What follows belongs to an exercise in optimizing a design on an open flow for small area; a production flow would make more cautious choices.
In this exercise RTL edits were held to simulation tests only and were not proved equivalent to the original.
The flow treats the clock pin as an ideal source. Dropping or thinning the clock tree relies on that and would not hold on a real chip.
Power figures rest on the tool's default switching activity, not on a simulated workload.

==> job 3223: inputs <==
==> flow/design.v (excerpt) <==
module ivi_top(
	input        clk,
	input        rst_n,
	input        in_a,
	input        in_b,
	input  [3:0] read_byte,
	output [7:0] out
);
clock: 10.0 ns
lec_check: 0
cap_margin: 20
core_margin: 2
core_utilization: 40
slew_margin: 20
run.sh (not shown) runs the stock make flow with config.mk's settings and CLKGATE_MAP_FILE= SYNTH_SCRIPT=/design/flow/synth_recipe.tcl, a recipe that flattens the netlist after the stock synthesis.
==> job 8578: changes against job 3223 <==
==> flow/design.v (replaced) <==
module ivi_top(
	input        clk,
	input        rst_n,
	input        in_a,
	input        in_b,
	input  [3:0] read_byte,
	output [7:0] out
);
	reg  [8:0] tb;
	wire       tb_top = &tb[8:4];             
	wire       tick   = tb_top &  tb[1] &  tb[0];    
	wire       etick  = tb_top & ~tb[1] & ~tb[0];    
	always @(posedge clk)
		if (!rst_n)
			tb <= 9'd15;
		else if (tick)
			tb <= 9'd0;
		else
			tb <= tb + 9'd1;
	reg  [3:0] st;
	wire       clr_st = st[3] | (st[2] & st[1]);    
	wire       cap    = tick & (st == 4'd3);
	wire       cs;
	always @(posedge clk)
		if (!rst_n)
			st <= 4'd0;
		else if (st == 4'd0) begin
			if (etick & cs)
				st <= 4'd1;
		end
		else if (tick)
			st <= (st == 4'd9) ? 4'd0 : st + 4'd1;
	reg        a, b, sb;
	reg [24:0] n;
	wire       clr = ~rst_n | clr_st;
	always @(posedge clk) begin
		a  <= ~clr & (a | in_a);
		b  <= ~clr & (b | in_b);
		sb <= b & (sb | ~a);
	end
	wire hi  = &{n[24], n[22], n[21], n[20], n[19], n[18], n[16],
	             n[14], n[13], n[12], n[11]};
	wire ov  = hi & (n[6] | (sb & (&n[5:0])));
	wire dn  = hi & n[6] & (sb ? (n[1] & n[0]) : n[2]);
	assign cs = (a & b) | dn;
	wire cnt_en = (a ^ b) & ~(b & in_a) & ~dn;
	always @(posedge clk)
		if (~a & ~b)
			n <= 25'd0;
		else if (cnt_en)
			n <= n + 25'd1;
	reg [24:0] m;
	reg        f, x;
	always @(posedge clk)
		if (cap)
			m <= n;
	always @(posedge clk)
		if (!rst_n) begin
			f <= 1'b1;
			x <= 1'b0;
		end
		else if (cap) begin
			f <= ov;
			x <= sb | ov;
		end
	wire [7:0] sel = ({8{read_byte[0]}} & m[7:0])   |
	                 ({8{read_byte[1]}} & m[15:8])  |
	                 ({8{read_byte[2]}} & m[23:16]) |
	                 ({8{read_byte[3]}} & {7'b0, m[24]});
	wire       rd_lo = read_byte[0] | read_byte[1] | read_byte[2];
	wire       inv   = x & (rd_lo | read_byte[3]);
	assign out[6:0] = (sel[6:0] & {7{~f}}) ^ {7{inv}};
	assign out[7]   = ((sel[7] & ~f) ^ (x & rd_lo)) | (read_byte[3] & x & ~f);
endmodule
==> qor summary <==
item	job 3223	job 8578
Status	finished clean	finished clean
Fin cells	632	428
Total half-perimeter wirelength after legalization and detailed placement	6.23 mm	4.43 mm
Internal power of the cells	0.000521 W	0.000432 W
R2R depth	7	6
Instance area after placement	4340 um2	3390 um2
Clock group share of total power	32.4%	41.4%
Number of signal-net inverters in the final layout	7	10
Power Clock	0.000244 W	0.000233 W
Post-synthesis share of cell area spent on and, or, nand and nor gates	25.2%	23.6%
Clock sink total	85	68
Reg2reg start	ivi.lac_1.cnt_frw	n[0]
WL per Instance	14.1 um	14.8 um
Met2 wirelength from detailed routing	3.92 mm	2.79 mm
Leakage power of the design	1.76 nW	1.19 nW
Layout overhead on the synthesized area	8.83%	13.4%
Reg2reg setup slack	7.06 ns	7.44 ns
Most Crowded Layer GR	met2	met1
Fraction of post-synthesis cell area in the top cell type by area	40.8%	27.1%

========
==> zinc: inputs <==
ivi_top, a different RTL version from the one above (not shown whole).
==> flow/config.mk <==
export PLATFORM = sky130hd
export DESIGN_NAME = ivi_top
export DESIGN_NICKNAME = ivi_top
export VERILOG_FILES = /design/flow/design.v
export SDC_FILE = /design/flow/constraint.sdc
export NUM_CORES = 4
export LEC_CHECK = 0
export CAP_MARGIN = 20
export CORE_MARGIN = 2
export CORE_UTILIZATION = 65
export SLEW_MARGIN = 20
==> flow/constraint.sdc <==
create_clock -name core_clock -period 10.0 [get_ports {clk}]
set_input_delay 2.0000 -clock core_clock [delete_from_list [all_inputs] [get_ports {clk}]]
set_output_delay 2.0000 -clock core_clock [all_outputs]
set_load 0.01 [all_outputs]
standard.sh (not shown) runs the stock make flow with config.mk's settings and CLKGATE_MAP_FILE= SYNTH_SCRIPT=/design/flow/synth_recipe.tcl, a recipe that flattens the netlist after the stock synthesis.
==> flow/flow/run.sh <==
#!/bin/bash
# Layout flow: the standard flow (standard.sh) with
#  - synthesis: the standard flow's synthesis script, but yosys's abc call runs
#    flow/abc_area.script (deepsyn + area-oriented &nf mapping, no up-sizing) in place of
#    ORFS's speed script; everything else (synth -nofsm -noshare, flatten,
#    renaming) is the same, so the registers are the standard ones
#  - ports buffered with buf_1
#  - clock tree: flow/manual_cts.tcl (root clkbuf_2, 4 clkbuf_8 leaves)
#    instead of TritonCTS; old TritonCTS options, unused: -buf_list sky130_fd_sc_hd__clkbuf_4 -root_buf sky130_fd_sc_hd__clkbuf_4 -sink_clustering_size 25 -sink_clustering_max_diameter 200
# Each step writes its full output to its own log in this folder.
set -euo pipefail
W=$(pwd)
export MY_ABC_SCRIPT=$W/flow/abc_area.script
export BUFFER_PORTS_ARGS="-buffer_cell sky130_fd_sc_hd__buf_1"
export PRE_CTS_TCL=$W/flow/manual_cts.tcl
export CTS_ROOT_BUF=sky130_fd_sc_hd__clkbuf_2
export CTS_LEAF_BUF=sky130_fd_sc_hd__clkbuf_8
export CTS_LEAVES=4
export CTS_ARGS="-sink_clustering_enable -repair_clock_nets -dont_use_dummy_load -buf_list sky130_fd_sc_hd__clkbuf_4 -root_buf sky130_fd_sc_hd__clkbuf_4 -sink_clustering_size 25 -sink_clustering_max_diameter 200"
bash standard.sh SYNTH_SCRIPT=$W/flow/synth.tcl synth > synth.log 2>&1
bash standard.sh floorplan > floorplan.log 2>&1
bash standard.sh place > place.log 2>&1
bash standard.sh cts > cts.log 2>&1
bash standard.sh finish > finish.log 2>&1
==> flow/flow/abc_area.script <==
&get -n
&st
&deepsyn -T 60
&dch -f
&nf -a -C 32 -F 8 -A 8 -R 1000
&put
topo
dnsize -c
==> flow/flow/manual_cts.tcl <==
# Manual two-level clock tree, used in place of TritonCTS (sourced as PRE_CTS_TCL):
# clk -> one root buffer -> CTS_LEAVES leaf buffers -> the flip-flops, the
# flip-flops split into groups by k-means on their placed locations.
proc manual_clock_tree {root_master leaf_master K} {
  set db [ord::get_db]
  set block [ord::get_db_block]
  set clknet [[$block findBTerm clk] getNet]
  set sinks {}
  foreach it [$clknet getITerms] {
    set bb [[$it getInst] getBBox]
    lappend sinks [list $it [expr {([$bb xMin] + [$bb xMax]) / 2.0}] [expr {([$bb yMin] + [$bb yMax]) / 2.0}]]
  }
  set n [llength $sinks]
  # k-means, deterministic start: sinks sorted by x then spread
  set sorted [lsort -real -index 1 $sinks]
  set cents {}
  for {set k 0} {$k < $K} {incr k} {
    set s [lindex $sorted [expr {int(($k + 0.5) * $n / $K)}]]
    lappend cents [list [lindex $s 1] [lindex $s 2]]
  }
  for {set iter 0} {$iter < 50} {incr iter} {
    set assign {}
    foreach s $sinks {
      set best -1; set bd 1e30
      for {set k 0} {$k < $K} {incr k} {
        set c [lindex $cents $k]
        set d [expr {abs([lindex $s 1] - [lindex $c 0]) + abs([lindex $s 2] - [lindex $c 1])}]
        if {$d < $bd} { set bd $d; set best $k }
      }
      lappend assign $best
    }
    set newc {}
    for {set k 0} {$k < $K} {incr k} {
      set sx 0; set sy 0; set m 0
      foreach s $sinks a $assign { if {$a == $k} { set sx [expr {$sx + [lindex $s 1]}]; set sy [expr {$sy + [lindex $s 2]}]; incr m } }
      if {$m > 0} { lappend newc [list [expr {$sx / $m}] [expr {$sy / $m}]] } else { lappend newc [lindex $cents $k] }
    }
    set cents $newc
  }
  set rnet [odb::dbNet_create $block clknet_0_clk]
  $rnet setSigType CLOCK
  set root [odb::dbInst_create $block [$db findMaster $root_master] clkbuf_0_clk]
  [$root findITerm A] connect $clknet
  [$root findITerm X] connect $rnet
  set rx 0; set ry 0
  for {set k 0} {$k < $K} {incr k} {
    set lnet [odb::dbNet_create $block clknet_1_${k}_clk]
    $lnet setSigType CLOCK
    set leaf [odb::dbInst_create $block [$db findMaster $leaf_master] clkbuf_1_${k}_clk]
    [$leaf findITerm A] connect $rnet
    [$leaf findITerm X] connect $lnet
    set c [lindex $cents $k]
    $leaf setLocation [expr {int([lindex $c 0])}] [expr {int([lindex $c 1])}]
    $leaf setPlacementStatus PLACED
    set rx [expr {$rx + [lindex $c 0]}]; set ry [expr {$ry + [lindex $c 1]}]
    set m 0
    foreach s $sinks a $assign { if {$a == $k} { [lindex $s 0] disconnect; [lindex $s 0] connect $lnet; incr m } }
    puts "leaf $k: $m sinks"
  }
  $root setLocation [expr {int($rx / $K)}] [expr {int($ry / $K)}]
  $root setPlacementStatus PLACED
}
rename clock_tree_synthesis tritoncts_clock_tree_synthesis
proc clock_tree_synthesis {args} {
  manual_clock_tree $::env(CTS_ROOT_BUF) $::env(CTS_LEAF_BUF) $::env(CTS_LEAVES)
  set_propagated_clock [all_clocks]
}
==> flow/flow/synth.tcl <==
proc synth {args} { yosys synth -nofsm -noshare {*}$args }
proc abc {args} {
  set i [lsearch -exact $args -script]
  if { $i >= 0 && [info exists ::env(MY_ABC_SCRIPT)] } { lset args [expr {$i+1}] $::env(MY_ABC_SCRIPT) }
  yosys abc {*}$args
}
source $::env(SCRIPTS_DIR)/synth.tcl
# left out here: clear keep_hierarchy, flatten, clean up, hide names made inside functions, write 1_2_yosys.v
==> inputs of sierra, as changes to zinc <==
==> flow/run.sh (new file) <==
#!/bin/bash
# synth_recipe.tcl (not shown) runs the flow's synth.tcl, then flattens the netlist and writes it again
# the make line also repeats each setting of config.mk as NAME=value (left out here)
make -C /OpenROAD-flow-scripts/flow DESIGN_CONFIG=/design/flow/config.mk WORK_HOME=/design/flow/orfs CLKGATE_MAP_FILE= SYNTH_SCRIPT=/design/flow/synth_recipe.tcl finish
- CORE_UTILIZATION: 65 -> 40
removed: flow/flow/run.sh
removed: flow/flow/abc_area.script
removed: flow/flow/manual_cts.tcl
removed: flow/flow/synth.tcl
removed: flow/standard.sh
==> inputs of cedar, as changes to zinc <==
--- a/flow/flow/run.sh
+++ b/flow/flow/run.sh
@@ -3,3 +3,3 @@
 #  - synthesis: the standard flow's synthesis script, but yosys's abc call runs
-#    flow/abc_area.script (deepsyn + area-oriented &nf mapping, no up-sizing) in place of
+#    flow/abc_area.script (deepsyn + area-oriented mapping, no up-sizing) in place of
 #    ORFS's speed script; everything else (synth -nofsm -noshare, flatten,
==> flow/flow/abc_area.script (replaced) <==
&get -n
&st
&deepsyn -T 60
&dch -f
&nf -a -R 1000
&put
topo
dnsize -c
- CAP_MARGIN: 20 -> 0
- CORE_UTILIZATION: 65 -> 80
- PLACE_DENSITY: default -> 0.85
- SLEW_MARGIN: 20 -> 0
==> impl_metrics.env <==
export IMPL_status="complete, no violations"
export IMPL_relSlewSlack_pct=40.3
export IMPL_synth_area_leaders="dfxtp_1 31%, edfxtp_1 27%, ha_1 12%, nor2b_1 5.5%, xnor2_1 3.1%"
export IMPL_setup_slack_ns=2.97
export IMPL_min_path_cells=0
export IMPL_num_rows=30
export IMPL_place_hpwl_mm=3.43
export IMPL_use_met2_pct=17.9
export IMPL_dieArea_um2=7740
export IMPL_track_usage_pct=14.1
[end of results for sierra]
==> impl_metrics.env <==
export IMPL_synth_main_ff_cell="dfxtp_1"
export IMPL_multi_input_cells=132
export IMPL_track_usage_pct=20.7
export IMPL_synth_net_count=238
export IMPL_dieArea_um2=4550
export IMPL_min_path_cells=2
export IMPL_use_met2_pct=35.5
export IMPL_status="complete, no violations"
export IMPL_place_hpwl_mm=3.34
export IMPL_setup_slack_ns=3.43
export IMPL_num_rows=23
export IMPL_relSlewSlack_pct=39.4
[end of results for zinc]
==> impl_metrics.env <==
export IMPL_status="complete, no violations"
export IMPL_relSlewSlack_pct=20.0
export IMPL_swShare_pct=21.2
export IMPL_num_rows=20
export IMPL_final_cell_mix="43 x dfxtp_1, 27 x nor2b_1, 26 x ha_1, 25 x edfxtp_1, 15 x buf_1"
export IMPL_setup_slack_ns=3.34
export IMPL_track_usage_pct=29.4
export IMPL_cp_num_cells=28
export IMPL_use_met2_pct=53.5
export IMPL_min_path_cells=0
export IMPL_synth_area_leaders="dfxtp_1 33%, edfxtp_1 28%, ha_1 12%, nor2b_1 6.4%, a21oi_1 2.7%"
export IMPL_max_stage_delay_ns=0.21
export IMPL_hold_class="flop to flop"
export IMPL_dieArea_um2=3780
export IMPL_drv_cap=0
[end of results for cedar]
The clock cells of zinc and cedar come from the design's own scripts or RTL, not from TritonCTS.

==> afterwards: timing with drivers on the ports <==
How much do the figures lean on ideal ports? The routed layouts below were timed once more, with nothing changed but the port constraints.
Step 1 (the two cells are an assumption about what drives the block):
set clk [get_ports {clk}]
set_driving_cell -lib_cell sky130_fd_sc_hd__clkbuf_16 $clk
set_driving_cell -lib_cell sky130_fd_sc_hd__buf_2 [delete_from_list [all_inputs] $clk]
Step 2, shift: input delay + t, output delay - t, t = (earliest + latest rising clock arrival at the registers) / 2. This alone moves slack from input paths to output paths.
a / b / c = ideal / step 1 / step 2; a / b = the first two.
run	t (ns)	slack for setup (ns)	worst slew at a driven data input, ns
job 3223	0.393	4.594 / 4.568 / 4.568	0.03
job 8578	0.366	3.812 / 3.789 / 3.789	0.04
zinc	0.430	3.429 / 3.427 / 2.997	0.03
sierra	0.357	2.970 / 2.969 / 2.611	0.03
cedar	0.428	3.338 / 3.339 / 2.911	0.03
After both steps every run listed still meets setup and hold. For zinc, which loses most, drivers alone change the setup slack by -0.002 ns; drivers and shift together by -0.432 ns.
